Background: an optimization exercise with open tools, aiming at small area, a short achievable clock period and few clock cycles. Do not read the settings as production practice.
Function was not checked in any run shown here: the RTL went through the layout flow alone.

`flow/config.mk`:
```
export PLATFORM = sky130hd
export DESIGN_NAME = Milestone_1
export DESIGN_NICKNAME = Milestone_1
export VERILOG_FILES = /design/flow/design.v
export SDC_FILE = /design/flow/constraint.sdc
export NUM_CORES = 4
export LEC_CHECK = 0
export CAP_MARGIN = 20
export CORE_MARGIN = 2
export CORE_UTILIZATION = 40
export PLACE_DENSITY = 0.6
export SLEW_MARGIN = 20
```
`flow/constraint.sdc`:
```
create_clock -name core_clock -period 12.0 [get_ports {Clock_50}]
set_input_delay 2.4000 -clock core_clock [delete_from_list [all_inputs] [get_ports {Clock_50}]]
set_output_delay 2.4000 -clock core_clock [all_outputs]
set_load 0.01 [all_outputs]
```
`flow/design.v`:
```
`timescale 1ns/100ps
`default_nettype none
module Milestone_1 (
		input logic Clock_50,
		input logic Resetn,
		input logic M1_Start,
		input logic [15:0] SRAM_read_data,
		output logic M1_Finish,
		output logic [15:0] M1_write_data,
		output logic [17:0] M1_address,
		output logic M1_we_n
);
localparam logic [17:0] U_BASE   = 18'd38400;
localparam logic [17:0] V_BASE   = 18'd57600;
localparam logic [17:0] RGB_BASE = 18'd146944;
logic        running;
logic [1:0]  fin_cnt;      
logic        fin_wait;
logic [2:0]  ph;           
logic [7:0]  kk;
logic        lin;          
logic [3:0]  li;           
logic [15:0] ypt;          
logic [17:0] wpt;          
logic ph0, ph1, ph2, ph3, ph4;
assign ph0 = (ph == 3'd0);
assign ph1 = (ph == 3'd1);
assign ph2 = (ph == 3'd2);
assign ph3 = (ph == 3'd3);
assign ph4 = (ph == 3'd4);
logic pair, wait_lead;
assign pair      = (kk >= 8'd2);
assign wait_lead = (kk == 8'd0);
logic l0, l1, l3, l4, l5, l6, l7, l8, l9, l10;
assign l0  = lin & (li == 4'd0);
assign l1  = lin & (li == 4'd1);
assign l3  = lin & (li == 4'd3);
assign l4  = lin & (li == 4'd4);
assign l5  = lin & (li == 4'd5);
assign l6  = lin & (li == 4'd6);
assign l7  = lin & (li == 4'd7);
assign l8  = lin & (li == 4'd8);
assign l9  = lin & (li == 4'd9);
assign l10 = lin & (li == 4'd10);
logic clamp;
assign clamp = (kk >= 8'd158);
logic is_write;
assign is_write = running & pair & (ph0 | ph1 | ph2);
logic uv_rd_slot;
assign uv_rd_slot = ph3 & (kk != 8'd0) & (kk <= 8'd155);
logic rd_u, rd_v, rd_y;
assign rd_u = l0 | l5 | (uv_rd_slot & kk[0]);
assign rd_v = l1 | l6 | ((kk == 8'd1) & ph2) | (uv_rd_slot & ~kk[0]);
assign rd_y = l7 | (ph4 & (kk <= 8'd159));
logic [1:0] uv_off;
assign uv_off = (l0 | l1) ? 2'd0 : (l5 | l6) ? 2'd1 : 2'd2;
logic [17:0] uv_addr;
assign uv_addr = {3'd0, ypt[15:1]} + {2'd0, rd_v ? 8'd225 : 8'd150, 6'd0, uv_off};    
logic row_end, frame_end;
assign row_end   = (kk == 8'd161) & ph2;
assign frame_end = row_end & (ypt == 16'd38400);
always_ff @(posedge Clock_50 or negedge Resetn) begin
	if (!Resetn) begin
		running   <= 1'b0;
		fin_wait  <= 1'b0;
		fin_cnt   <= 2'd0;
		M1_Finish <= 1'b0;
		M1_we_n   <= 1'b1;
		ph        <= 3'd0;
		kk        <= 8'd0;
		lin       <= 1'b0;
		li        <= 4'd0;
		ypt       <= 16'd0;
		wpt       <= RGB_BASE;
	end else begin
		M1_we_n <= ~is_write;
		if (running) begin
			if (frame_end) begin
				running  <= 1'b0;
				fin_wait <= 1'b1;
			end
			if (row_end) begin
				ph <= 3'd0;
				kk <= 8'd0;
			end else if (wait_lead) begin
				if (l9) begin
					ph <= 3'd2;
					kk <= 8'd1;
				end
			end else if (ph4) begin
				ph <= 3'd0;
				kk <= kk + 8'd1;
			end else begin
				ph <= ph + 3'd1;
			end
			if (frame_end) begin
				lin <= 1'b0;
			end else if ((kk == 8'd160) & ph2) begin
				lin <= 1'b1;
				li  <= 4'd0;
			end else if (lin) begin
				li <= li + 4'd1;
				if (li == 4'd10) lin <= 1'b0;
			end
			if (rd_y) ypt <= ypt + 16'd1;
			if (is_write) wpt <= wpt + 18'd1;
		end else if (fin_wait) begin
			fin_cnt <= fin_cnt + 2'd1;
			if (fin_cnt == 2'd1) begin
				M1_Finish <= 1'b1;
				fin_wait  <= 1'b0;
			end
		end else if (M1_Start & ~M1_Finish) begin
			running <= 1'b1;
			lin     <= 1'b1;
			li      <= 4'd0;
		end
	end
end
logic [2:0] ph_n;
always_comb begin
	if (~running | row_end | ph4)
		ph_n = 3'd0;
	else if (wait_lead)
		ph_n = l9 ? 3'd2 : 3'd0;
	else
		ph_n = ph + 3'd1;
end
logic sel_fv, sel_e, sel_f, sel_w0, sel_w1, en_su;
always_ff @(posedge Clock_50) begin
	sel_fv     <= (ph_n == 3'd3);
	en_su      <= (ph_n == 3'd3);
	sel_e      <= (ph_n == 3'd3);
	sel_f      <= (ph_n == 3'd4);
	sel_w0     <= (ph_n == 3'd0);
	sel_w1     <= (ph_n == 3'd1);
end
always_ff @(posedge Clock_50) begin
	if (is_write)
		M1_address <= wpt;
	else if (rd_u | rd_v)
		M1_address <= uv_addr;
	else
		M1_address <= {2'd0, ypt};
end
logic [7:0]  wu0, wu1, wu2, wu3, wu4, wu5;    
logic [7:0]  wv0, wv1, wv2, wv3, wv4, wv5;    
logic [7:0]  pend_h, pend_l;                   
logic [15:0] y_reg;
logic [8:0]  su;                               
logic        nu;                               
logic [7:0]  b0_reg;
wire [7:0] dh = SRAM_read_data[15:8];
wire [7:0] dl = SRAM_read_data[7:0];
logic shift_reg;    
assign shift_reg = pair & ph1;
logic sh_u, sh_v;
assign sh_u = shift_reg | l3 | l4 | l5 | l6 | l8 | l9;
assign sh_v = shift_reg | l4 | l5 | l6 | l7 | l9 | l10;
logic [7:0] u_in, v_in;
always_comb begin
	if (l3 | l8)
		u_in = dh;
	else if (l6 | l9)
		u_in = pend_h;
	else if (clamp | l4 | l5)
		u_in = wu5;
	else if (~kk[0])
		u_in = dh;
	else
		u_in = pend_h;
	if (l4 | l9)
		v_in = dh;
	else if (l7 | l10)
		v_in = pend_l;
	else if (clamp | l5 | l6)
		v_in = wv5;
	else if (~kk[0])
		v_in = pend_h;
	else
		v_in = pend_l;
end
logic ld_pend_h, ld_pend_l, pend_h_dl;
assign pend_h_dl = l3 | l8 | (shift_reg & ~kk[0]);
assign ld_pend_h = pend_h_dl | (shift_reg & kk[0]) | ((kk == 8'd2) & ph0);
assign ld_pend_l = l4 | l9 | (shift_reg & kk[0]) | ((kk == 8'd2) & ph0);
always_ff @(posedge Clock_50) begin
	if (ph2 & ~wait_lead) y_reg <= SRAM_read_data;
	if (sh_u) begin
		wu0 <= wu1; wu1 <= wu2; wu2 <= wu3; wu3 <= wu4; wu4 <= wu5; wu5 <= u_in;
	end
	if (sh_v) begin
		wv0 <= wv1; wv1 <= wv2; wv2 <= wv3; wv3 <= wv4; wv4 <= wv5; wv5 <= v_in;
	end
	if (ld_pend_h) pend_h <= pend_h_dl ? dl : dh;
	if (ld_pend_l) pend_l <= dl;
end
logic [7:0] f0, f1, f2, f3, f4, f5;
assign f0 = sel_fv ? wv0 : wu0;
assign f1 = sel_fv ? wv1 : wu1;
assign f2 = sel_fv ? wv2 : wu2;
assign f3 = sel_fv ? wv3 : wu3;
assign f4 = sel_fv ? wv4 : wu4;
assign f5 = sel_fv ? wv5 : wu5;
wire [8:0] fs1 = {1'b0, f0} + {1'b0, f5};
wire [8:0] fs2 = {1'b0, f1} + {1'b0, f4};
wire [8:0] fs3 = {1'b0, f2} + {1'b0, f3};
logic [9:0] fD13, fD12, fD32;
logic [8:0] fS3;
always_ff @(posedge Clock_50) begin
	fS3  <= fs3;
	fD13 <= {1'b0, fs1} - {1'b0, fs3};
	fD12 <= {1'b0, fs1} - {1'b0, fs2};
	fD32 <= {1'b0, fs3} - {1'b0, fs2};
end
wire [18:0] ftot;
wire ft_w1;
wire ft_w2;
wire ft_w3;
wire ft_w4;
wire ft_w5;
wire ft_w6;
wire ft_w7;
wire ft_w8;
wire ft_w9;
wire ft_w10;
wire ft_w11;
wire ft_w12;
wire ft_w13;
wire ft_w14;
wire ft_w15;
wire ft_w16;
wire ft_w17;
wire ft_w18;
wire ft_w19;
wire ft_w20;
wire ft_w21;
wire ft_w22;
wire ft_w23;
wire ft_w24;
wire ft_w25;
wire ft_w26;
wire ft_w27;
wire ft_w28;
wire ft_w29;
wire ft_w30;
wire ft_w31;
wire ft_w32;
wire ft_w33;
wire ft_w34;
wire ft_w35;
wire ft_w36;
wire ft_w37;
wire ft_w38;
wire ft_w39;
wire ft_w40;
wire ft_w41;
wire ft_w42;
wire ft_w43;
wire ft_w44;
wire ft_w45;
wire ft_w46;
wire ft_w47;
wire ft_w48;
wire ft_w49;
wire ft_w50;
wire ft_w51;
wire ft_w52;
wire ft_w53;
wire ft_w54;
wire ft_w55;
wire ft_w56;
wire ft_w57;
wire ft_w58;
wire ft_w59;
wire ft_w60;
wire ft_w61;
wire ft_w62;
wire ft_w63;
wire ft_w64;
wire ft_w65;
wire ft_w66;
assign {ft_w2, ft_w1} = fD12[5] + fD12[3];
assign {ft_w4, ft_w3} = fD13[8] + fD12[6] + fD12[4];
assign {ft_w6, ft_w5} = fD32[3] + fS3[1];
assign {ft_w8, ft_w7} = fD12[7] + fD12[5] + fD32[4];
assign {ft_w10, ft_w9} = fS3[2] + fD13[9];
assign {ft_w12, ft_w11} = fD12[6] + fD32[5] + fS3[3];
assign {ft_w14, ft_w13} = {~fD13[9]} + {~fD12[8]};
assign {ft_w16, ft_w15} = fD12[7] + fD32[6] + fS3[4];
assign {ft_w18, ft_w17} = fD12[8] + {~fD12[9]};
assign {ft_w20, ft_w19} = fD32[7] + fS3[5];
assign {ft_w22, ft_w21} = fD32[8] + fS3[6];
assign {ft_w24, ft_w23} = fD13[5] + fD12[3];
assign {ft_w26, ft_w25} = fD13[6] + fD12[4] + fD12[2];
assign {ft_w28, ft_w27} = fD32[2] + fS3[0] + ft_w1;
assign {ft_w30, ft_w29} = fD13[7] + ft_w2 + ft_w3;
assign {ft_w32, ft_w31} = ft_w4 + ft_w6 + ft_w7;
assign {ft_w34, ft_w33} = ft_w8 + ft_w10 + ft_w11;
assign {ft_w36, ft_w35} = ft_w12 + ft_w14 + ft_w15;
assign {ft_w38, ft_w37} = ft_w16 + ft_w18 + ft_w19;
assign {ft_w40, ft_w39} = fD12[8] + ft_w20 + ft_w21;
assign {ft_w42, ft_w41} = fS3[7] + ft_w22;
assign {ft_w44, ft_w43} = fD13[4] + fD12[2];
assign {ft_w46, ft_w45} = fD12[1] + fD32[0] + ft_w23;
assign {ft_w48, ft_w47} = fD32[1] + ft_w24 + ft_w25;
assign {ft_w50, ft_w49} = ft_w26 + ft_w27 + {~fD13[7]};
assign {ft_w52, ft_w51} = ft_w5 + ft_w28 + ft_w29;
assign {ft_w54, ft_w53} = ft_w9 + ft_w30 + ft_w31;
assign {ft_w56, ft_w55} = ft_w13 + ft_w32 + ft_w33;
assign {ft_w58, ft_w57} = ft_w17 + ft_w34 + ft_w35;
assign {ft_w60, ft_w59} = ft_w36 + ft_w37 + {~fD12[8]};
assign {ft_w62, ft_w61} = ft_w38 + ft_w39 + {~fD12[9]};
assign {ft_w64, ft_w63} = ft_w40 + ft_w41 + {~fD32[9]};
assign {ft_w66, ft_w65} = ft_w42 + {~fS3[8]};
wire [18:0] ft_ra = {{~fS3[8]}, {~fS3[8]}, {~fS3[8]}, ft_w64, ft_w62, ft_w60, ft_w58, ft_w56, ft_w54, ft_w52, ft_w50, ft_w48, ft_w46, ft_w44, fD12[0], fD13[3], fD13[2], fD13[1], fD13[0]};
wire [18:0] ft_rb = {1'b0, 1'b0, ft_w66, ft_w65, ft_w63, ft_w61, ft_w59, ft_w57, ft_w55, ft_w53, ft_w51, ft_w49, ft_w47, ft_w45, ft_w43, fD12[1], fD12[0], 1'b0, 1'b0};
assign ftot = ft_ra + ft_rb;
always_ff @(posedge Clock_50) begin
	if (en_su) begin
		su <= ftot[16:8];
		nu <= ftot[18];
	end
end
logic [7:0] ly;
logic [8:0] lu, lv;
logic [10:0] ly5, lu3;    
wire [7:0] ly_n = sel_e ? y_reg[15:8] : y_reg[7:0];
wire [8:0] lu_n = sel_e ? {1'b0, wu2} : su;
always_ff @(posedge Clock_50) begin
	ly5 <= {1'b0, ly_n, 2'b00} + {3'b000, ly_n};
	lu3 <= {1'b0, lu_n, 1'b0} + {2'b00, lu_n};
end
logic       lnu, lnv, hnu, hnv;
always_ff @(posedge Clock_50) begin
	ly  <= ly_n;
	lu  <= lu_n;
	if (sel_e) begin
		lv  <= {1'b0, wv2};
		lnu <= 1'b0;
		lnv <= 1'b0;
	end else begin
		lnu <= nu;
		if (sel_f) begin
			lv  <= ftot[16:8];
			lnv <= ftot[18];
		end
	end
	hnu <= lnu;
	hnv <= lnv;
end
logic pnu, pnv;
assign pnu = hnu;
assign pnv = hnv;
wire [20:0] r_lsum;
wire rlo_w1;
wire rlo_w2;
wire rlo_w3;
wire rlo_w4;
wire rlo_w5;
wire rlo_w6;
wire rlo_w7;
wire rlo_w8;
wire rlo_w9;
wire rlo_w10;
wire rlo_w11;
wire rlo_w12;
wire rlo_w13;
wire rlo_w14;
wire rlo_w15;
wire rlo_w16;
wire rlo_w17;
wire rlo_w18;
wire rlo_w19;
wire rlo_w20;
wire rlo_w21;
wire rlo_w22;
wire rlo_w23;
wire rlo_w24;
wire rlo_w25;
wire rlo_w26;
wire rlo_w27;
wire rlo_w28;
wire rlo_w29;
wire rlo_w30;
wire rlo_w31;
wire rlo_w32;
wire rlo_w33;
wire rlo_w34;
wire rlo_w35;
wire rlo_w36;
wire rlo_w37;
wire rlo_w38;
wire rlo_w39;
wire rlo_w40;
wire rlo_w41;
wire rlo_w42;
wire rlo_w43;
wire rlo_w44;
wire rlo_w45;
wire rlo_w46;
wire rlo_w47;
wire rlo_w48;
wire rlo_w49;
wire rlo_w50;
wire rlo_w51;
wire rlo_w52;
wire rlo_w53;
wire rlo_w54;
wire rlo_w55;
wire rlo_w56;
wire rlo_w57;
wire rlo_w58;
wire rlo_w59;
wire rlo_w60;
wire rlo_w61;
wire rlo_w62;
wire rlo_w63;
wire rlo_w64;
wire rlo_w65;
wire rlo_w66;
wire rlo_w67;
wire rlo_w68;
wire rlo_w69;
wire rlo_w70;
wire rlo_w71;
wire rlo_w72;
wire rlo_w73;
wire rlo_w74;
wire rlo_w75;
wire rlo_w76;
wire rlo_w77;
wire rlo_w78;
wire rlo_w79;
wire rlo_w80;
wire rlo_w81;
wire rlo_w82;
wire rlo_w83;
wire rlo_w84;
wire rlo_w85;
wire rlo_w86;
wire rlo_w87;
wire rlo_w88;
wire rlo_w89;
wire rlo_w90;
wire rlo_w91;
wire rlo_w92;
wire rlo_w93;
wire rlo_w94;
wire rlo_w95;
wire rlo_w96;
wire rlo_w97;
wire rlo_w98;
wire rlo_w99;
wire rlo_w100;
wire rlo_w101;
wire rlo_w102;
wire rlo_w103;
wire rlo_w104;
wire rlo_w105;
wire rlo_w106;
wire rlo_w107;
wire rlo_w108;
assign {rlo_w2, rlo_w1} = ly[7] + ly5[5];
assign {rlo_w4, rlo_w3} = ly[1] + ly5[6] + lv[4];
assign {rlo_w6, rlo_w5} = lv[5] + lv[3] + lv[0];
assign {rlo_w8, rlo_w7} = lv[6] + lv[4] + lv[1];
assign {rlo_w10, rlo_w9} = {~ly[6]} + {~lv[8]};
assign {rlo_w12, rlo_w11} = ly[0] + lv[7] + lv[5];
assign {rlo_w14, rlo_w13} = lv[2] + {~ly[7]};
assign {rlo_w16, rlo_w15} = ly[1] + lv[8] + lv[6];
assign {rlo_w18, rlo_w17} = ly5[0] + lv[7] + lv[4];
assign {rlo_w20, rlo_w19} = ly5[1] + lv[8] + lv[5];
assign {rlo_w22, rlo_w21} = ly[2] + {~lv[1]};
assign {rlo_w24, rlo_w23} = ly[4] + ly5[2] + lv[6];
assign {rlo_w26, rlo_w25} = lv[0] + ly[3] + {~lv[2]};
assign {rlo_w28, rlo_w27} = ly[5] + ly5[3] + lv[7];
assign {rlo_w30, rlo_w29} = lv[1] + {~lv[3]};
assign {rlo_w32, rlo_w31} = ly5[4] + lv[8] + lv[2];
assign {rlo_w34, rlo_w33} = lv[4] + lv[0] + ly[6];
assign {rlo_w36, rlo_w35} = lv[3] + ly[6] + rlo_w1;
assign {rlo_w38, rlo_w37} = lv[5] + lv[1] + ly[0];
assign {rlo_w40, rlo_w39} = lv[0] + ly[0] + rlo_w2;
assign {rlo_w42, rlo_w41} = rlo_w3 + {~lv[6]} + {~lv[2]};
assign {rlo_w44, rlo_w43} = lv[1] + {~ly[1]};
assign {rlo_w46, rlo_w45} = lv[2] + lv[0] + {~ly[2]};
assign {rlo_w48, rlo_w47} = lv[3] + lv[1] + {~ly[3]};
assign {rlo_w50, rlo_w49} = lv[4] + lv[2] + ly[4];
assign {rlo_w52, rlo_w51} = ly[5] + rlo_w5 + {~lv[7]};
assign {rlo_w54, rlo_w53} = rlo_w6 + rlo_w7 + rlo_w9;
assign {rlo_w56, rlo_w55} = rlo_w8 + rlo_w10 + rlo_w11;
assign {rlo_w58, rlo_w57} = lv[3] + rlo_w12 + rlo_w14;
assign {rlo_w60, rlo_w59} = rlo_w16 + rlo_w17 + {~lv[0]};
assign {rlo_w62, rlo_w61} = rlo_w18 + rlo_w19 + rlo_w21;
assign {rlo_w64, rlo_w63} = rlo_w20 + rlo_w22 + rlo_w23;
assign {rlo_w66, rlo_w65} = rlo_w24 + rlo_w26 + rlo_w27;
assign {rlo_w68, rlo_w67} = rlo_w28 + rlo_w30 + rlo_w31;
assign {rlo_w70, rlo_w69} = rlo_w32 + rlo_w35 + {~rlo_w34};
assign {rlo_w72, rlo_w71} = rlo_w36 + rlo_w39 + rlo_w41;
assign {rlo_w74, rlo_w73} = rlo_w4 + rlo_w40;
assign {rlo_w76, rlo_w75} = lv[0] + ly[0];
assign {rlo_w78, rlo_w77} = rlo_w43 + {~lv[3]} + {~ly[0]};
assign {rlo_w80, rlo_w79} = rlo_w44 + rlo_w45 + {~lv[4]};
assign {rlo_w82, rlo_w81} = rlo_w46 + rlo_w47 + {~lv[5]};
assign {rlo_w84, rlo_w83} = rlo_w48 + rlo_w49 + {~lv[6]};
assign {rlo_w86, rlo_w85} = rlo_w50 + rlo_w51 + {~ly[4]};
assign {rlo_w88, rlo_w87} = rlo_w52 + rlo_w53 + {~ly[5]};
assign {rlo_w90, rlo_w89} = rlo_w13 + rlo_w54 + rlo_w55;
assign {rlo_w92, rlo_w91} = rlo_w15 + rlo_w56 + rlo_w57;
assign {rlo_w94, rlo_w93} = rlo_w58 + rlo_w59 + {~ly[2]};
assign {rlo_w96, rlo_w95} = rlo_w60 + rlo_w61 + {~ly[3]};
assign {rlo_w98, rlo_w97} = rlo_w25 + rlo_w62 + rlo_w63;
assign {rlo_w100, rlo_w99} = rlo_w29 + rlo_w64 + rlo_w65;
assign {rlo_w102, rlo_w101} = rlo_w66 + rlo_w67 + {~rlo_w33};
assign {rlo_w104, rlo_w103} = rlo_w68 + rlo_w69 + {~rlo_w37};
assign {rlo_w106, rlo_w105} = rlo_w70 + rlo_w71 + {~rlo_w38};
assign {rlo_w108, rlo_w107} = rlo_w42 + rlo_w72 + rlo_w73;
wire [20:0] rlo_ra = {1'b0, rlo_w74, rlo_w106, rlo_w104, rlo_w102, rlo_w100, rlo_w98, rlo_w96, rlo_w94, rlo_w92, rlo_w90, rlo_w88, rlo_w86, rlo_w84, rlo_w82, rlo_w80, rlo_w78, rlo_w76, {~lv[2]}, {~lv[1]}, lv[0]};
wire [20:0] rlo_rb = {1'b0, rlo_w108, rlo_w107, rlo_w105, rlo_w103, rlo_w101, rlo_w99, rlo_w97, rlo_w95, rlo_w93, rlo_w91, rlo_w89, rlo_w87, rlo_w85, rlo_w83, rlo_w81, rlo_w79, rlo_w77, rlo_w75, {~lv[0]}, 1'b0};
assign r_lsum = rlo_ra + rlo_rb;
logic [2:0] r_cy;
always_ff @(posedge Clock_50) r_cy <= r_lsum[20:18];
logic [1:0] r_lb;
always_ff @(posedge Clock_50) r_lb <= r_lsum[17:16];
wire [8:0] r_hpre;
wire rhi_w1;
wire rhi_w2;
wire rhi_w3;
wire rhi_w4;
wire rhi_w5;
wire rhi_w6;
wire rhi_w7;
wire rhi_w8;
wire rhi_w9;
wire rhi_w10;
wire rhi_w11;
wire rhi_w12;
wire rhi_w13;
wire rhi_w14;
wire rhi_w15;
wire rhi_w16;
wire rhi_w17;
wire rhi_w18;
wire rhi_w19;
wire rhi_w20;
wire rhi_w21;
wire rhi_w22;
wire rhi_w23;
wire rhi_w24;
wire rhi_w25;
wire rhi_w26;
wire rhi_w27;
wire rhi_w28;
wire rhi_w29;
wire rhi_w30;
wire rhi_w31;
wire rhi_w32;
wire rhi_w33;
wire rhi_w34;
wire rhi_w35;
wire rhi_w36;
wire rhi_w37;
wire rhi_w38;
wire rhi_w39;
wire rhi_w40;
wire rhi_w41;
wire rhi_w42;
assign {rhi_w2, rhi_w1} = ly[2] + ly5[7] + lv[5];
assign {rhi_w4, rhi_w3} = ly[3] + ly5[8] + lv[6];
assign {rhi_w6, rhi_w5} = lv[2] + {~lv[8]};
assign {rhi_w8, rhi_w7} = ly5[9] + lv[7] + lv[3];
assign {rhi_w10, rhi_w9} = {~lv[5]} + {~ly[4]};
assign {rhi_w12, rhi_w11} = ly[5] + ly5[10] + lv[8];
assign {rhi_w14, rhi_w13} = lv[4] + ly[4] + {~lv[6]};
assign {rhi_w16, rhi_w15} = ly[6] + lv[5];
assign {rhi_w18, rhi_w17} = lv[1] + rhi_w1;
assign {rhi_w20, rhi_w19} = rhi_w2 + rhi_w3 + rhi_w5;
assign {rhi_w22, rhi_w21} = rhi_w4 + rhi_w6 + rhi_w7;
assign {rhi_w24, rhi_w23} = rhi_w8 + rhi_w10 + rhi_w11;
assign {rhi_w26, rhi_w25} = rhi_w12 + rhi_w14 + rhi_w15;
assign {rhi_w28, rhi_w27} = ly[7] + lv[6] + rhi_w16;
assign {rhi_w30, rhi_w29} = rhi_w17 + {~lv[7]};
assign {rhi_w32, rhi_w31} = rhi_w18 + rhi_w19 + {~lv[4]};
assign {rhi_w34, rhi_w33} = rhi_w9 + rhi_w20 + rhi_w21;
assign {rhi_w36, rhi_w35} = rhi_w13 + rhi_w22 + rhi_w23;
assign {rhi_w38, rhi_w37} = rhi_w24 + rhi_w25 + {~lv[7]};
assign {rhi_w40, rhi_w39} = rhi_w26 + rhi_w27 + {~lv[8]};
assign {rhi_w42, rhi_w41} = lv[7] + rhi_w28;
wire [8:0] rhi_ra = {{~lv[8]}, {~lv[8]}, rhi_w40, rhi_w38, rhi_w36, rhi_w34, rhi_w32, rhi_w30, {~lv[3]}};
wire [8:0] rhi_rb = {1'b0, rhi_w42, rhi_w41, rhi_w39, rhi_w37, rhi_w35, rhi_w33, rhi_w31, rhi_w29};
assign r_hpre = rhi_ra + rhi_rb;
logic [8:0] r_hreg;
always_ff @(posedge Clock_50) r_hreg <= r_hpre;
wire [8:0] r_hsum = r_hreg + {6'd0, r_cy};
wire [10:0] r_sum = {r_hsum, r_lb};
wire [20:0] g_lsum;
wire glo_w1;
wire glo_w2;
wire glo_w3;
wire glo_w4;
wire glo_w5;
wire glo_w6;
wire glo_w7;
wire glo_w8;
wire glo_w9;
wire glo_w10;
wire glo_w11;
wire glo_w12;
wire glo_w13;
wire glo_w14;
wire glo_w15;
wire glo_w16;
wire glo_w17;
wire glo_w18;
wire glo_w19;
wire glo_w20;
wire glo_w21;
wire glo_w22;
wire glo_w23;
wire glo_w24;
wire glo_w25;
wire glo_w26;
wire glo_w27;
wire glo_w28;
wire glo_w29;
wire glo_w30;
wire glo_w31;
wire glo_w32;
wire glo_w33;
wire glo_w34;
wire glo_w35;
wire glo_w36;
wire glo_w37;
wire glo_w38;
wire glo_w39;
wire glo_w40;
wire glo_w41;
wire glo_w42;
wire glo_w43;
wire glo_w44;
wire glo_w45;
wire glo_w46;
wire glo_w47;
wire glo_w48;
wire glo_w49;
wire glo_w50;
wire glo_w51;
wire glo_w52;
wire glo_w53;
wire glo_w54;
wire glo_w55;
wire glo_w56;
wire glo_w57;
wire glo_w58;
wire glo_w59;
wire glo_w60;
wire glo_w61;
wire glo_w62;
wire glo_w63;
wire glo_w64;
wire glo_w65;
wire glo_w66;
wire glo_w67;
wire glo_w68;
wire glo_w69;
wire glo_w70;
wire glo_w71;
wire glo_w72;
wire glo_w73;
wire glo_w74;
wire glo_w75;
wire glo_w76;
wire glo_w77;
wire glo_w78;
wire glo_w79;
wire glo_w80;
wire glo_w81;
wire glo_w82;
wire glo_w83;
wire glo_w84;
wire glo_w85;
wire glo_w86;
wire glo_w87;
wire glo_w88;
wire glo_w89;
wire glo_w90;
wire glo_w91;
wire glo_w92;
wire glo_w93;
wire glo_w94;
wire glo_w95;
wire glo_w96;
wire glo_w97;
wire glo_w98;
wire glo_w99;
wire glo_w100;
wire glo_w101;
wire glo_w102;
wire glo_w103;
wire glo_w104;
wire glo_w105;
wire glo_w106;
wire glo_w107;
wire glo_w108;
wire glo_w109;
wire glo_w110;
wire glo_w111;
wire glo_w112;
wire glo_w113;
wire glo_w114;
wire glo_w115;
wire glo_w116;
assign {glo_w2, glo_w1} = ly[3] + ly5[1];
assign {glo_w4, glo_w3} = ly5[2] + {~lu[3]} + {~lu3[0]};
assign {glo_w6, glo_w5} = ly[5] + ly5[3] + lv[0];
assign {glo_w8, glo_w7} = ly[6] + ly5[4];
assign {glo_w10, glo_w9} = ly[0] + ly[7] + ly5[5];
assign {glo_w12, glo_w11} = lv[2] + {~lu[6]};
assign {glo_w14, glo_w13} = ly[1] + ly5[6] + lv[3];
assign {glo_w16, glo_w15} = {~lu[7]} + {~lu3[4]};
assign {glo_w18, glo_w17} = ly[4] + {~lu3[3]};
assign {glo_w20, glo_w19} = ly[5] + {~lu3[4]} + {~lv[7]};
assign {glo_w22, glo_w21} = ly[6] + lu3[5] + lv[8];
assign {glo_w24, glo_w23} = {~ly[7]} + {~lu3[6]};
assign {glo_w26, glo_w25} = ly[1] + ly[0] + {~lu[0]};
assign {glo_w28, glo_w27} = ly5[0] + {~lu[1]} + {~lu3[8]};
assign {glo_w30, glo_w29} = ly[2] + glo_w1 + {~lu[2]};
assign {glo_w32, glo_w31} = {~lu3[9]} + {~lv[7]};
assign {glo_w34, glo_w33} = glo_w2 + glo_w3 + {~lu3[10]};
assign {glo_w36, glo_w35} = lv[8] + lv[1] + ly[4];
assign {glo_w38, glo_w37} = ly[4] + glo_w4 + glo_w5;
assign {glo_w40, glo_w39} = lu[4] + lu3[1] + lv[2];
assign {glo_w42, glo_w41} = lv[1] + glo_w6 + glo_w7;
assign {glo_w44, glo_w43} = lu[5] + lu3[2] + lv[3];
assign {glo_w46, glo_w45} = glo_w8 + glo_w9 + glo_w11;
assign {glo_w48, glo_w47} = lu3[3] + lv[4] + lv[0];
assign {glo_w50, glo_w49} = glo_w10 + glo_w12 + glo_w13;
assign {glo_w52, glo_w51} = glo_w15 + {~lv[5]} + {~lv[1]};
assign {glo_w54, glo_w53} = ly[1] + {~lu3[0]};
assign {glo_w56, glo_w55} = ly[2] + lu3[1] + lv[4];
assign {glo_w58, glo_w57} = ly[3] + {~lu3[2]} + {~lv[5]};
assign {glo_w60, glo_w59} = glo_w17 + {~lv[6]} + {~lv[1]};
assign {glo_w62, glo_w61} = glo_w18 + glo_w19 + {~lv[2]};
assign {glo_w64, glo_w63} = glo_w20 + {~lv[3]} + {~ly[5]};
assign {glo_w66, glo_w65} = glo_w23 + {~lv[4]} + {~ly[0]};
assign {glo_w68, glo_w67} = glo_w24 + glo_w25 + {~lu3[7]};
assign {glo_w70, glo_w69} = glo_w26 + glo_w27 + {~lv[6]};
assign {glo_w72, glo_w71} = glo_w28 + glo_w29 + glo_w31;
assign {glo_w74, glo_w73} = glo_w30 + glo_w32 + glo_w33;
assign {glo_w76, glo_w75} = glo_w34 + glo_w37 + {~glo_w36};
assign {glo_w78, glo_w77} = glo_w38 + glo_w41 + {~glo_w40};
assign {glo_w80, glo_w79} = glo_w42 + glo_w45 + {~glo_w44};
assign {glo_w82, glo_w81} = glo_w46 + glo_w49 + glo_w51;
assign {glo_w84, glo_w83} = glo_w14 + glo_w16 + glo_w50;
assign {glo_w86, glo_w85} = glo_w53 + {~lv[3]};
assign {glo_w88, glo_w87} = glo_w54 + {~ly[1]} + {~glo_w55};
assign {glo_w90, glo_w89} = glo_w57 + {~lv[0]} + {~glo_w56};
assign {glo_w92, glo_w91} = glo_w58 + glo_w59 + {~ly[3]};
assign {glo_w94, glo_w93} = glo_w60 + glo_w61 + {~ly[4]};
assign {glo_w96, glo_w95} = glo_w62 + glo_w63 + {~glo_w21};
assign {glo_w98, glo_w97} = glo_w64 + glo_w65 + {~glo_w22};
assign {glo_w100, glo_w99} = glo_w66 + glo_w67 + {~lv[5]};
assign {glo_w102, glo_w101} = glo_w68 + glo_w69 + {~ly[2]};
assign {glo_w104, glo_w103} = glo_w70 + glo_w71 + {~lv[0]};
assign {glo_w106, glo_w105} = glo_w72 + glo_w73 + {~glo_w35};
assign {glo_w108, glo_w107} = glo_w74 + glo_w75 + {~glo_w39};
assign {glo_w110, glo_w109} = glo_w76 + glo_w77 + {~glo_w43};
assign {glo_w112, glo_w111} = glo_w78 + glo_w79 + {~glo_w47};
assign {glo_w114, glo_w113} = glo_w80 + glo_w81 + {~glo_w48};
assign {glo_w116, glo_w115} = glo_w52 + glo_w82 + glo_w83;
wire [20:0] glo_ra = {1'b0, glo_w84, glo_w114, glo_w112, glo_w110, glo_w108, glo_w106, glo_w104, glo_w102, glo_w100, glo_w98, glo_w96, glo_w94, glo_w92, glo_w90, glo_w88, glo_w86, {~ly[0]}, ly[0], {~lv[1]}, lv[0]};
wire [20:0] glo_rb = {1'b0, glo_w116, glo_w115, glo_w113, glo_w111, glo_w109, glo_w107, glo_w105, glo_w103, glo_w101, glo_w99, glo_w97, glo_w95, glo_w93, glo_w91, glo_w89, glo_w87, glo_w85, {~lv[2]}, {~lv[0]}, 1'b0};
assign g_lsum = glo_ra + glo_rb;
logic [2:0] g_cy;
always_ff @(posedge Clock_50) g_cy <= g_lsum[20:18];
logic [1:0] g_lb;
always_ff @(posedge Clock_50) g_lb <= g_lsum[17:16];
wire [8:0] g_hpre;
wire ghi_w1;
wire ghi_w2;
wire ghi_w3;
wire ghi_w4;
wire ghi_w5;
wire ghi_w6;
wire ghi_w7;
wire ghi_w8;
wire ghi_w9;
wire ghi_w10;
wire ghi_w11;
wire ghi_w12;
wire ghi_w13;
wire ghi_w14;
wire ghi_w15;
wire ghi_w16;
wire ghi_w17;
wire ghi_w18;
wire ghi_w19;
wire ghi_w20;
wire ghi_w21;
wire ghi_w22;
wire ghi_w23;
wire ghi_w24;
wire ghi_w25;
wire ghi_w26;
wire ghi_w27;
wire ghi_w28;
wire ghi_w29;
wire ghi_w30;
wire ghi_w31;
wire ghi_w32;
wire ghi_w33;
wire ghi_w34;
wire ghi_w35;
wire ghi_w36;
wire ghi_w37;
wire ghi_w38;
wire ghi_w39;
wire ghi_w40;
wire ghi_w41;
wire ghi_w42;
wire ghi_w43;
wire ghi_w44;
wire ghi_w45;
wire ghi_w46;
wire ghi_w47;
wire ghi_w48;
wire ghi_w49;
wire ghi_w50;
wire ghi_w51;
wire ghi_w52;
assign {ghi_w2, ghi_w1} = ly[2] + ly5[7];
assign {ghi_w4, ghi_w3} = ly[3] + ly5[8];
assign {ghi_w6, ghi_w5} = ly[4] + ly5[9];
assign {ghi_w8, ghi_w7} = lv[4] + ghi_w1 + {~lu[8]};
assign {ghi_w10, ghi_w9} = lv[5] + ghi_w2 + ghi_w3;
assign {ghi_w12, ghi_w11} = {~lu3[6]} + {~lv[7]};
assign {ghi_w14, ghi_w13} = lv[6] + ghi_w4 + ghi_w5;
assign {ghi_w16, ghi_w15} = lu3[7] + lv[8] + lv[4];
assign {ghi_w18, ghi_w17} = ly5[10] + lv[7] + ghi_w6;
assign {ghi_w20, ghi_w19} = lu3[8] + lv[5] + ly[5];
assign {ghi_w22, ghi_w21} = lv[8] + ly[5] + {~lu3[9]};
assign {ghi_w24, ghi_w23} = {~lv[6]} + {~ly[6]};
assign {ghi_w26, ghi_w25} = ly[7] + ly[6] + {~lu3[10]};
assign {ghi_w28, ghi_w27} = ghi_w7 + {~lu3[5]};
assign {ghi_w30, ghi_w29} = ghi_w8 + ghi_w9 + ghi_w11;
assign {ghi_w32, ghi_w31} = ghi_w10 + ghi_w12 + ghi_w13;
assign {ghi_w34, ghi_w33} = ghi_w14 + ghi_w17 + {~ghi_w16};
assign {ghi_w36, ghi_w35} = ghi_w18 + ghi_w21 + ghi_w23;
assign {ghi_w38, ghi_w37} = ghi_w22 + ghi_w24 + ghi_w25;
assign {ghi_w40, ghi_w39} = ghi_w27 + {~lv[6]};
assign {ghi_w42, ghi_w41} = ghi_w28 + ghi_w29 + {~lv[3]};
assign {ghi_w44, ghi_w43} = ghi_w30 + ghi_w31 + {~ghi_w15};
assign {ghi_w46, ghi_w45} = ghi_w32 + ghi_w33 + {~ghi_w19};
assign {ghi_w48, ghi_w47} = ghi_w34 + ghi_w35 + {~ghi_w20};
assign {ghi_w50, ghi_w49} = ghi_w36 + ghi_w37 + {~lv[7]};
assign {ghi_w52, ghi_w51} = lv[8] + ghi_w26 + ghi_w38;
wire [8:0] ghi_ra = {1'b1, {~lv[8]}, ghi_w50, ghi_w48, ghi_w46, ghi_w44, ghi_w42, ghi_w40, {~lv[2]}};
wire [8:0] ghi_rb = {1'b0, ghi_w52, ghi_w51, ghi_w49, ghi_w47, ghi_w45, ghi_w43, ghi_w41, ghi_w39};
assign g_hpre = ghi_ra + ghi_rb;
logic [8:0] g_hreg;
always_ff @(posedge Clock_50) g_hreg <= g_hpre;
wire [8:0] g_hsum = g_hreg + {6'd0, g_cy};
wire [10:0] g_sum = {g_hsum, g_lb};
wire [20:0] b_lsum;
wire blo_w1;
wire blo_w2;
wire blo_w3;
wire blo_w4;
wire blo_w5;
wire blo_w6;
wire blo_w7;
wire blo_w8;
wire blo_w9;
wire blo_w10;
wire blo_w11;
wire blo_w12;
wire blo_w13;
wire blo_w14;
wire blo_w15;
wire blo_w16;
wire blo_w17;
wire blo_w18;
wire blo_w19;
wire blo_w20;
wire blo_w21;
wire blo_w22;
wire blo_w23;
wire blo_w24;
wire blo_w25;
wire blo_w26;
wire blo_w27;
wire blo_w28;
wire blo_w29;
wire blo_w30;
wire blo_w31;
wire blo_w32;
wire blo_w33;
wire blo_w34;
wire blo_w35;
wire blo_w36;
wire blo_w37;
wire blo_w38;
wire blo_w39;
wire blo_w40;
wire blo_w41;
wire blo_w42;
wire blo_w43;
wire blo_w44;
wire blo_w45;
wire blo_w46;
wire blo_w47;
wire blo_w48;
wire blo_w49;
wire blo_w50;
wire blo_w51;
wire blo_w52;
wire blo_w53;
wire blo_w54;
wire blo_w55;
wire blo_w56;
wire blo_w57;
wire blo_w58;
wire blo_w59;
wire blo_w60;
wire blo_w61;
wire blo_w62;
wire blo_w63;
wire blo_w64;
wire blo_w65;
wire blo_w66;
wire blo_w67;
wire blo_w68;
wire blo_w69;
wire blo_w70;
wire blo_w71;
wire blo_w72;
wire blo_w73;
wire blo_w74;
wire blo_w75;
wire blo_w76;
wire blo_w77;
wire blo_w78;
wire blo_w79;
wire blo_w80;
wire blo_w81;
wire blo_w82;
wire blo_w83;
wire blo_w84;
wire blo_w85;
wire blo_w86;
wire blo_w87;
wire blo_w88;
wire blo_w89;
wire blo_w90;
wire blo_w91;
wire blo_w92;
assign {blo_w2, blo_w1} = lu[0] + lu3[4];
assign {blo_w4, blo_w3} = lu[1] + lu3[5] + lu3[8];
assign {blo_w6, blo_w5} = lu[2] + lu3[6] + lu3[9];
assign {blo_w8, blo_w7} = lu[0] + lu[3] + lu3[7];
assign {blo_w10, blo_w9} = lu3[10] + ly[0];
assign {blo_w12, blo_w11} = ly5[0] + lu[1] + lu[4];
assign {blo_w14, blo_w13} = lu3[8] + ly[1] + {~ly[2]};
assign {blo_w16, blo_w15} = ly[3] + ly5[1] + lu[2];
assign {blo_w18, blo_w17} = lu[5] + lu3[9] + ly[2];
assign {blo_w20, blo_w19} = ly[4] + ly5[2] + lu[3];
assign {blo_w22, blo_w21} = lu[6] + lu3[10];
assign {blo_w24, blo_w23} = ly[5] + ly5[3] + lu[4];
assign {blo_w26, blo_w25} = ly[6] + ly5[4];
assign {blo_w28, blo_w27} = ly[7] + ly5[5];
assign {blo_w30, blo_w29} = ly5[6] + lu[0] + lu[7];
assign {blo_w32, blo_w31} = lu3[0] + lu3[3];
assign {blo_w34, blo_w33} = lu3[1] + lu3[4];
assign {blo_w36, blo_w35} = lu3[2] + lu3[5];
assign {blo_w38, blo_w37} = lu3[3] + lu3[6];
assign {blo_w40, blo_w39} = lu3[7] + ly[5] + blo_w1;
assign {blo_w42, blo_w41} = blo_w2 + blo_w3 + {~ly[6]};
assign {blo_w44, blo_w43} = blo_w4 + blo_w5 + {~ly[7]};
assign {blo_w46, blo_w45} = blo_w6 + blo_w7 + blo_w9;
assign {blo_w48, blo_w47} = blo_w8 + blo_w10 + blo_w11;
assign {blo_w50, blo_w49} = blo_w12 + blo_w14 + blo_w15;
assign {blo_w52, blo_w51} = blo_w16 + blo_w18 + blo_w19;
assign {blo_w54, blo_w53} = lu[7] + blo_w20 + blo_w22;
assign {blo_w56, blo_w55} = lu[5] + lu[8] + blo_w24;
assign {blo_w58, blo_w57} = lu[6] + blo_w26 + blo_w27;
assign {blo_w60, blo_w59} = ly[0] + blo_w28 + blo_w29;
assign {blo_w62, blo_w61} = blo_w31 + {~ly[1]};
assign {blo_w64, blo_w63} = blo_w32 + blo_w33 + {~ly[2]};
assign {blo_w66, blo_w65} = blo_w34 + blo_w35 + {~ly[3]};
assign {blo_w68, blo_w67} = ly[4] + blo_w36 + blo_w37;
assign {blo_w70, blo_w69} = blo_w38 + blo_w39 + {~ly[4]};
assign {blo_w72, blo_w71} = blo_w40 + blo_w41 + {~ly[5]};
assign {blo_w74, blo_w73} = blo_w42 + blo_w43 + {~ly[0]};
assign {blo_w76, blo_w75} = blo_w44 + blo_w45 + {~ly[1]};
assign {blo_w78, blo_w77} = blo_w13 + blo_w46 + blo_w47;
assign {blo_w80, blo_w79} = blo_w17 + blo_w48 + blo_w49;
assign {blo_w82, blo_w81} = blo_w21 + blo_w50 + blo_w51;
assign {blo_w84, blo_w83} = blo_w23 + blo_w52 + blo_w53;
assign {blo_w86, blo_w85} = blo_w25 + blo_w54 + blo_w55;
assign {blo_w88, blo_w87} = blo_w56 + blo_w57 + {~ly[0]};
assign {blo_w90, blo_w89} = blo_w58 + blo_w59 + {~ly[1]};
assign {blo_w92, blo_w91} = ly[1] + blo_w30 + blo_w60;
wire [20:0] blo_ra = {1'b0, blo_w92, blo_w90, blo_w88, blo_w86, blo_w84, blo_w82, blo_w80, blo_w78, blo_w76, blo_w74, blo_w72, blo_w70, blo_w68, blo_w66, blo_w64, blo_w62, {~ly[0]}, lu3[2], lu3[1], lu3[0]};
wire [20:0] blo_rb = {1'b0, 1'b0, blo_w91, blo_w89, blo_w87, blo_w85, blo_w83, blo_w81, blo_w79, blo_w77, blo_w75, blo_w73, blo_w71, blo_w69, blo_w67, blo_w65, blo_w63, blo_w61, ly[0], 1'b0, 1'b0};
assign b_lsum = blo_ra + blo_rb;
logic [2:0] b_cy;
always_ff @(posedge Clock_50) b_cy <= b_lsum[20:18];
logic [1:0] b_lb;
always_ff @(posedge Clock_50) b_lb <= b_lsum[17:16];
wire [8:0] b_hpre;
wire bhi_w1;
wire bhi_w2;
wire bhi_w3;
wire bhi_w4;
wire bhi_w5;
wire bhi_w6;
wire bhi_w7;
wire bhi_w8;
wire bhi_w9;
wire bhi_w10;
wire bhi_w11;
wire bhi_w12;
wire bhi_w13;
wire bhi_w14;
wire bhi_w15;
wire bhi_w16;
wire bhi_w17;
wire bhi_w18;
wire bhi_w19;
wire bhi_w20;
wire bhi_w21;
wire bhi_w22;
wire bhi_w23;
wire bhi_w24;
wire bhi_w25;
wire bhi_w26;
assign {bhi_w2, bhi_w1} = ly[2] + ly5[7];
assign {bhi_w4, bhi_w3} = ly5[8] + lu[2];
assign {bhi_w6, bhi_w5} = ly[4] + ly5[9] + lu[3];
assign {bhi_w8, bhi_w7} = ly5[10] + lu[4];
assign {bhi_w10, bhi_w9} = lu[5] + ly[5];
assign {bhi_w12, bhi_w11} = lu[6] + ly[6];
assign {bhi_w14, bhi_w13} = lu[1] + lu[8];
assign {bhi_w16, bhi_w15} = bhi_w2 + bhi_w3 + {~ly[3]};
assign {bhi_w18, bhi_w17} = ly[3] + bhi_w4 + bhi_w5;
assign {bhi_w20, bhi_w19} = bhi_w6 + bhi_w7 + {~ly[5]};
assign {bhi_w22, bhi_w21} = bhi_w8 + bhi_w9 + {~ly[6]};
assign {bhi_w24, bhi_w23} = bhi_w10 + bhi_w11 + {~ly[7]};
assign {bhi_w26, bhi_w25} = lu[7] + ly[7] + bhi_w12;
wire [8:0] bhi_ra = {{~lu[8]}, {~lu[8]}, bhi_w24, bhi_w22, bhi_w20, bhi_w18, bhi_w16, bhi_w14, bhi_w1};
wire [8:0] bhi_rb = {1'b0, bhi_w26, bhi_w25, bhi_w23, bhi_w21, bhi_w19, bhi_w17, bhi_w15, bhi_w13};
assign b_hpre = bhi_ra + bhi_rb;
logic [8:0] b_hreg;
always_ff @(posedge Clock_50) b_hreg <= b_hpre;
wire [8:0] b_hsum = b_hreg + {6'd0, b_cy};
wire [10:0] b_sum = {b_hsum, b_lb};
function automatic [7:0] clip(input logic [10:0] s, input logic neg);
	if (neg | s[10])
		clip = 8'd0;
	else if (|s[9:8])
		clip = 8'd255;
	else
		clip = s[7:0];
endfunction
logic [7:0] r_px, g_px, b_px;
assign r_px = clip(r_sum, pnv);
assign g_px = clip(g_sum, pnu | pnv);
assign b_px = clip(b_sum, pnu);
always_ff @(posedge Clock_50) begin
	b0_reg <= b_px;
	if (sel_w0)
		M1_write_data <= {r_px, g_px};
	else if (sel_w1)
		M1_write_data <= {b0_reg, r_px};
	else
		M1_write_data <= {g_px, b_px};
end
endmodule
```
`flow/flow/run.sh`:
```
#!/bin/bash
# Standard layout with two changes to how it is made (the clock period and
# constraints stay the design's): timing repair aims for extra setup slack,
# and the port buffers are plain buffers (buf_2) rather than the resizer's
# default pick.
set -euo pipefail
MARGIN=${MARGIN:-8}
bash standard.sh SETUP_SLACK_MARGIN=$MARGIN "BUFFER_PORTS_ARGS=-buffer_cell sky130_fd_sc_hd__buf_2" finish > standard_flow.log 2>&1
```
`flow/standard.sh`:
```
#!/bin/bash
# synth_recipe.tcl (not shown) runs the flow's synth.tcl, then flattens the netlist and writes it again
# the make line also repeats each setting of config.mk as NAME=value (left out here)
make -C /OpenROAD-flow-scripts/flow DESIGN_CONFIG=/design/flow/config.mk WORK_HOME=/design/flow/orfs CLKGATE_MAP_FILE= SYNTH_SCRIPT=/design/flow/synth_recipe.tcl "${@:-finish}"
```
==> insert_results.sql, run 1 <==
INSERT INTO impl_metrics (metric_group, metric, value, unit) VALUES
('outcome', 'run_status', 'finished clean', ''),
('global_routing', 'grt_antenna_before_repair', '0', ''),
('global_routing', 'global_route_wire_length_before_repair', '95300', 'µm'),
('timing', 'peak_clock_frequency_supported_by_timing', '0.248', 'GHz'),
('synth', 'ys_seq_elements', '368', ''),
('route', 'final_antenna_net_count', '0', ''),
('finish', 'finish.net_count', '2863', ''),
('synth', 'postSynthAreaPerCell', '10.9', 'µm²'),
('finish', 'final_cell_area', '28100', 'µm²'),
('placement', 'placed_area', '25800', 'µm²'),
('timing', 'relSlewSlack', '0.405', ''),
('die', 'die-area', '63600', 'µm²'),
('clock_network', 'cts.path.max_buffers', '3', ''),
('global_routing', 'grt_overflow_total', '0', ''),
('clock_network', 'numCtsBuffers', '44', ''),
('clock_network', 'insertion_delay', '0.59', 'ns'),
('route', 'detail_route.wl_per_cell', '19.1', 'µm'),
('setup_path', 'worstPathArrival', '4.53', 'ns'),
('synth', 'syn-instance-count', '2260', ''),
('global_routing', 'grt_util_met3', '0.0233', ''),
('setup_path', 'cp.required', '12.49', 'ns'),
('clock_network', 'clock_tree.root_cell', 'sky130_fd_sc_hd__clkbuf_16', ''),
('synth', 'synth.yosys.warnings', '1', ''),
('setup_path', 'path_cells', 'buf_12 > fa_1 > inv_1 > fa_1 > fa_1 > fa_1 > inv_2 > ha_4 > nand3_2 > o21bai_1 > a21o_1 > a2bb2oi_2 > buf_4 > buf_6 > buf_6 > buf_6 > nand2_1 > nor2_2 > nor2_1', ''),
('finish', 'layout-area-overhead-vs-synth', '14.2', '%'),
('placement', 'post-dp-hpwl', '47600', 'µm'),
('clock_network', 'cts_sinks', '368', ''),
('timing', 'final_hold_viol_count', '0', ''),
('timing', 'final_min_period_over_clock_period', '0.336', ''),
('synth', 'ys_types', '86', ''),
('synth', 'post-synth-top-area-cell', 'sky130_fd_sc_hd__edfxtp_1', ''),
('setup_path', 'cpPeakStageDelay', '0.50', 'ns'),
('finish', 'most-common-layout-cells', 'sky130_fd_sc_hd__inv_1, sky130_fd_sc_hd__ha_1, sky130_fd_sc_hd__fa_1', ''),
('finish', 'biggestRegsByFlops', 'M1_address x18, wpt x18', ''),
('global_routing', 'via_count_of_the_first_global_routing_pass', '17100', ''),
('die', 'io-pin-count', '55', ''),
('setup_path', 'timing.setup.critical_path_class', 'register to register', ''),
('die', 'core_area', '60600', 'µm²'),
('placement', 'placement.io_buffers', '54', ''),
('die', 'cell_row_count', '90', ''),
('setup_path', 'crit_path_end_kind', 'register', ''),
('synth', 'synth_sequential_area_ratio', '0.370', ''),
('global_routing', 'use_met1', '0.245', ''),
('setup_path', 'r2r_setup_slack', '7.96', 'ns'),
('die', 'die_x', '252', 'µm'),
('route', 'drt-pass1-iter-count', '5', ''),
('die', 'die_span_in_y', '252', 'µm'),
('timing', 'setup_viol', '0', ''),
('worst_hold_path', 'hold_class', 'register to register', ''),
('setup_path', 'slowest_stage', 'sky130_fd_sc_hd__fa_1', ''),
('finish', 'share_of_final_layout_standard_cells_stronger_than_drive_strength_1', '0.152', ''),
('timing', 'grt_setup_unrepaired', 'true', ''),
('global_routing', 'most_congested_layer_reported_by_global_routing', 'met2', ''),
('setup_path', 'critical_path.most_common_cell', 'sky130_fd_sc_hd__fa_1', ''),
('synth', 'area_share_of_the_leading_cell_type_in_the_synthesized_netlist', '0.178', ''),
('synth', 'ys_top_cells_by_area', 'sky130_fd_sc_hd__edfxtp_1, sky130_fd_sc_hd__fa_1, sky130_fd_sc_hd__dfxtp_1', ''),
('global_routing', 'grt_use_met2', '0.346', ''),
('finish', 'layout.filler_cells', '5592', ''),
('clock_network', 'ctsHoldBuffers', '0', ''),
('synth', 'syn_nets', '2732', ''),
('clock_network', 'tritoncts', 'done', ''),
('route', 'route.detailed.drc', '0', ''),
('timing', 'worst_slew_pin_slew', '0.892', 'ns'),
('synth', 'synth-edff-count', '146', ''),
('die', 'initial_core_util', '0.407', ''),
('global_routing', 'largest_net_degree_at_the_start_of_global_routing', '72', ''),
('placement', 'globalplace.congestion', '0.936', ''),
('synth', 'async_reset_ff_frac', '0.152', '');
[path summary, 6_finish.rpt]
path | start | endpoint | cells past startpoint
worst max-delay path | lv[0] | g_lb[0] | 19
worst min-delay path | lnu | hnu | 0
worst max register to register | lv[0] | g_lb[0] | 19
worst min register to register | lnu | hnu | 0
max in group asynchronous | Resetn | kk[0] | 2
min in group asynchronous | Resetn | wpt[14] | 2
[worst max-delay path, delay by kind of cell (launching register included)]
kind            cells  cell delay [ns]
fa+ha+maj           5             2.19
compound gates      3             0.39
simple gates        4             0.26
flops               1             0.41
buf+inv             7             0.68
[cells in the mapped netlist (all sizes together), types with 6 or more instances]
cell type	instances
a211o	6
a211oi	6
a21o	50
a21oi	132
a22oi	9
a31oi	10
and2	6
and3	20
buf	18
clkbuf	20
dfrtp	49
dfstp	7
dfxtp	166
edfxtp	146
fa	207
ha	246
inv	410
mux2	81
mux2i	17
nand2	107
nand2b	16
nand3	31
nand4	20
nor2	85
nor2b	23
nor3	16
nor4	7
o211ai	7
o21a	8
o21ai	98
o21bai	21
o31ai	7
xnor2	99
xor2	43
[through the flow]
| step | utilization | instances | hold slack [ns] | setup WS, ns |
|---|---|---|---|---|
| after detailed placement | 0.426 | 3066 | 0.314 | 7.56 |
| after global placement | 0.426 | 3066 | 0.311 | 7.63 |
| after CTS | 0.457 | 3178 | 0.327 | 7.94 |
| after floorplan | - | 2260 | 0.310 | 7.97 |
| after global routing | 0.464 | 3205 | 0.335 | 7.79 |
| final | 0.464 | 3206 | 0.325 | 7.96 |
[metal layers]
metal,part of all wire,vias to the layer above
met2,0.50,334
met4,0.033,0
met5,0,-
li1,-,7837
met3,0.034,106
met1,0.43,8070
[kinds of logic (layout without fill, tap and decap cells)]
family | count (synthesis) | count (layout) | share of synthesized area
other cells | 0 | 1 | 0
xor+xnor | 142 | 142 | 0.0505
buf+inv | 448 | 611 | 0.0693
flops | 368 | 368 | 0.370
mux | 98 | 98 | 0.0439
simple gates | 352 | 352 | 0.0710
compound gates | 399 | 399 | 0.102
fa+ha+maj | 453 | 453 | 0.293
[area by class of cell]
cell class | count | area (µm²) | area share
Multi-Input combinational cell | 1444 | 14100 | 0.500
Sequential cell | 368 | 9160 | 0.326
Inverter | 410 | 1570 | 0.0559
Clock buffer | 57 | 1160 | 0.0412
Tap cell | 782 | 978 | 0.0348
Timing Repair Buffer | 123 | 900 | 0.0320
Clock inverter | 21 | 292 | 0.0104
Antenna cell | 1 | 2.50 | 0.0000889
[repair_timing]
action / in CTS / in global routing
cloned: 0 / 0
resized for setup: 44 / 57
setup buffers: 34 / 26
pin swaps: 12 / 26
endpoints found under the setup margin: 31 / 33
==> run 2: changes to the inputs <==
==> flow/flow/run.sh (replaced) <==
#!/bin/bash
# Standard layout, but with timing repair aiming for extra setup slack
# (the clock period and constraints stay the design's).
set -euo pipefail
MARGIN=${MARGIN:-8}
bash standard.sh SETUP_SLACK_MARGIN=$MARGIN finish > standard_flow.log 2>&1
==> insert_results.sql, run 2 <==
INSERT INTO impl_metrics (metric_group, metric, value, unit) VALUES
('placement', 'placement.io_buffers', '54', ''),
('finish', 'share_of_final_layout_standard_cells_stronger_than_drive_strength_1', '0.123', ''),
('synth', 'async_reset_ff_frac', '0.152', ''),
('global_routing', 'grt_antenna_before_repair', '2', ''),
('global_routing', 'grt_use_met2', '0.332', ''),
('clock_network', 'tritoncts', 'done', ''),
('timing', 'post-route-worst-setup-slack', '7.98', 'ns'),
('route', 'detail_route.wl_per_cell', '19.0', 'µm'),
('clock_network', 'insertion_delay', '0.58', 'ns'),
('synth', 'synth.yosys.warnings', '1', ''),
('synth', 'yosys-top-cells-count', 'sky130_fd_sc_hd__inv_1, sky130_fd_sc_hd__ha_1, sky130_fd_sc_hd__fa_1', ''),
('synth', 'postSynthAreaPerCell', '10.9', 'µm²'),
('die', 'die_span_in_y', '252', 'µm'),
('setup_path', 'cp.required', '12.47', 'ns'),
('setup_path', 'crit_path_end_kind', 'register', ''),
('die', 'core_area', '60600', 'µm²'),
('finish', 'finish.net_count', '2858', ''),
('synth', 'area_share_of_the_leading_cell_type_in_the_synthesized_netlist', '0.178', ''),
('outcome', 'run_status', 'finished clean', ''),
('global_routing', 'use_met1', '0.252', ''),
('synth', 'ys_seq_elements', '368', ''),
('finish', 'antenna_cells_inserted', '0', ''),
('timing', 'setup_viol', '0', ''),
('placement', 'post-dp-hpwl', '47700', 'µm'),
('global_routing', 'global_route_wire_length_before_repair', '95100', 'µm'),
('synth', 'ys_types', '86', ''),
('clock_network', 'clock_tree.root_cell', 'sky130_fd_sc_hd__clkbuf_16', ''),
('route', 'route.detailed.drc', '0', ''),
('finish', 'final_cell_area', '28100', 'µm²'),
('timing', 'final_min_period_over_clock_period', '0.335', ''),
('setup_path', 'timing.setup.critical_path_class', 'register to register', ''),
('synth', 'syn-instance-count', '2260', ''),
('clock_network', 'cts_sinks', '368', '');
[run 2: cell counts after synthesis]
Identical to the previous run, type by type.
[run 2: kinds of logic after synthesis]
kind of cell / Yosys count / synth area share
fa+ha+maj: 453 / 0.293
compound gates: 399 / 0.102
mux: 98 / 0.0439
simple gates: 352 / 0.0710
flops: 368 / 0.370
buf+inv: 448 / 0.0693
xor+xnor: 142 / 0.0505
[run 2: worst paths after layout]
kind	depth (start not counted)	from	to	slack, ns
worst max register to register	14	lv[0]	g_cy[2]	7.98
worst max-delay path	14	lv[0]	g_cy[2]	7.98
worst min-delay path	0	lnu	hnu	0.33
min in group asynchronous	2	Resetn	wpt[16]	1.96
max in group asynchronous	2	Resetn	kk[0]	9.50
worst min register to register	0	lnu	hnu	0.33
[run 2: area by class of cell]
type                       instances  area, µm²  area share
clock inverter                    18        145     0.00516
tap                              782        978      0.0348
timing repair buffer             119       1060      0.0377
multi-input combinational       1444      14000       0.497
sequential                       368       9160       0.326
clock buffer                      59       1230      0.0437
inverter                         410       1580      0.0562
[run 2: stage by stage]
step	hold slack, ns	util
after detailed placement	0.314	0.430
after floorplan	0.310	-
after global placement	0.313	0.430
after CTS	0.328	0.460
after global routing	0.330	0.464
final	0.328	0.464
[run 2: critical path, stage by stage, from the launching register on]
cell and delay, ns:
sky130_fd_sc_hd__edfxtp_1 0.45, sky130_fd_sc_hd__fa_1 0.57, sky130_fd_sc_hd__inv_2 0.04, sky130_fd_sc_hd__fa_1 0.56, sky130_fd_sc_hd__fa_1 0.43, sky130_fd_sc_hd__fa_1 0.50
sky130_fd_sc_hd__inv_2 0.05, sky130_fd_sc_hd__ha_4 0.21, sky130_fd_sc_hd__nand3_2 0.06, sky130_fd_sc_hd__o21bai_1 0.09, sky130_fd_sc_hd__a21o_1 0.22, sky130_fd_sc_hd__a2bb2oi_2 0.18
sky130_fd_sc_hd__a21boi_2 0.10, sky130_fd_sc_hd__a211o_1 0.30, sky130_fd_sc_hd__a21o_1 0.17
[run 2: timing repair]
action / CTS / global route
pin swaps: 5 / 12
endpoints found under the setup margin: 30 / 29
gates resized for setup: 30 / 35
cloned: 0 / 0
buffers inserted: 42 / 15
[run 2: per-layer routing]
| metal | vias up | part of all wire |
|---|---|---|
| met3 | 95 | 0.042 |
| met1 | 8031 | 0.44 |
| li1 | 7824 | - |
| met2 | 326 | 0.48 |
| met4 | 2 | 0.034 |
| met5 | - | 0.00021 |

## static timing again, ports no longer ideal
No port has a modelled driver above. Below, the same layouts with a new extraction and two added sets of constraints.
Step 1 sets driving cells, clkbuf_16 on the clock port and buf_2 on the other inputs (assumed; they add their load-dependent delay and slew).
Step 2 adds t to the input delays and takes it off the output delays; t is the mean of the earliest and latest rising clock arrival at the registers after step 1. Input paths then give back, and output paths get back, about the clock's delay inside the block.
Slacks: no drivers / after step 1 / after step 2; pairs: no drivers / after step 1.
| run | shift t [ns] | slack for setup (ns) | worst setup path at the end | worst register clock-pin slew, ns | worst slew at a driven data input, ns |
|---|---|---|---|---|---|
| run 1 | 0.640 | 7.964 / 7.964 / 7.964 | register to register | 0.06 / 0.06 | 0.05 |
| run 2 | 0.619 | 7.980 / 7.980 / 7.767 | input to register | 0.06 / 0.06 | 0.04 |
After both steps every run listed still meets setup and hold. For run 2, which loses most, drivers alone change the setup slack by 0.000 ns; drivers and shift together by -0.213 ns.
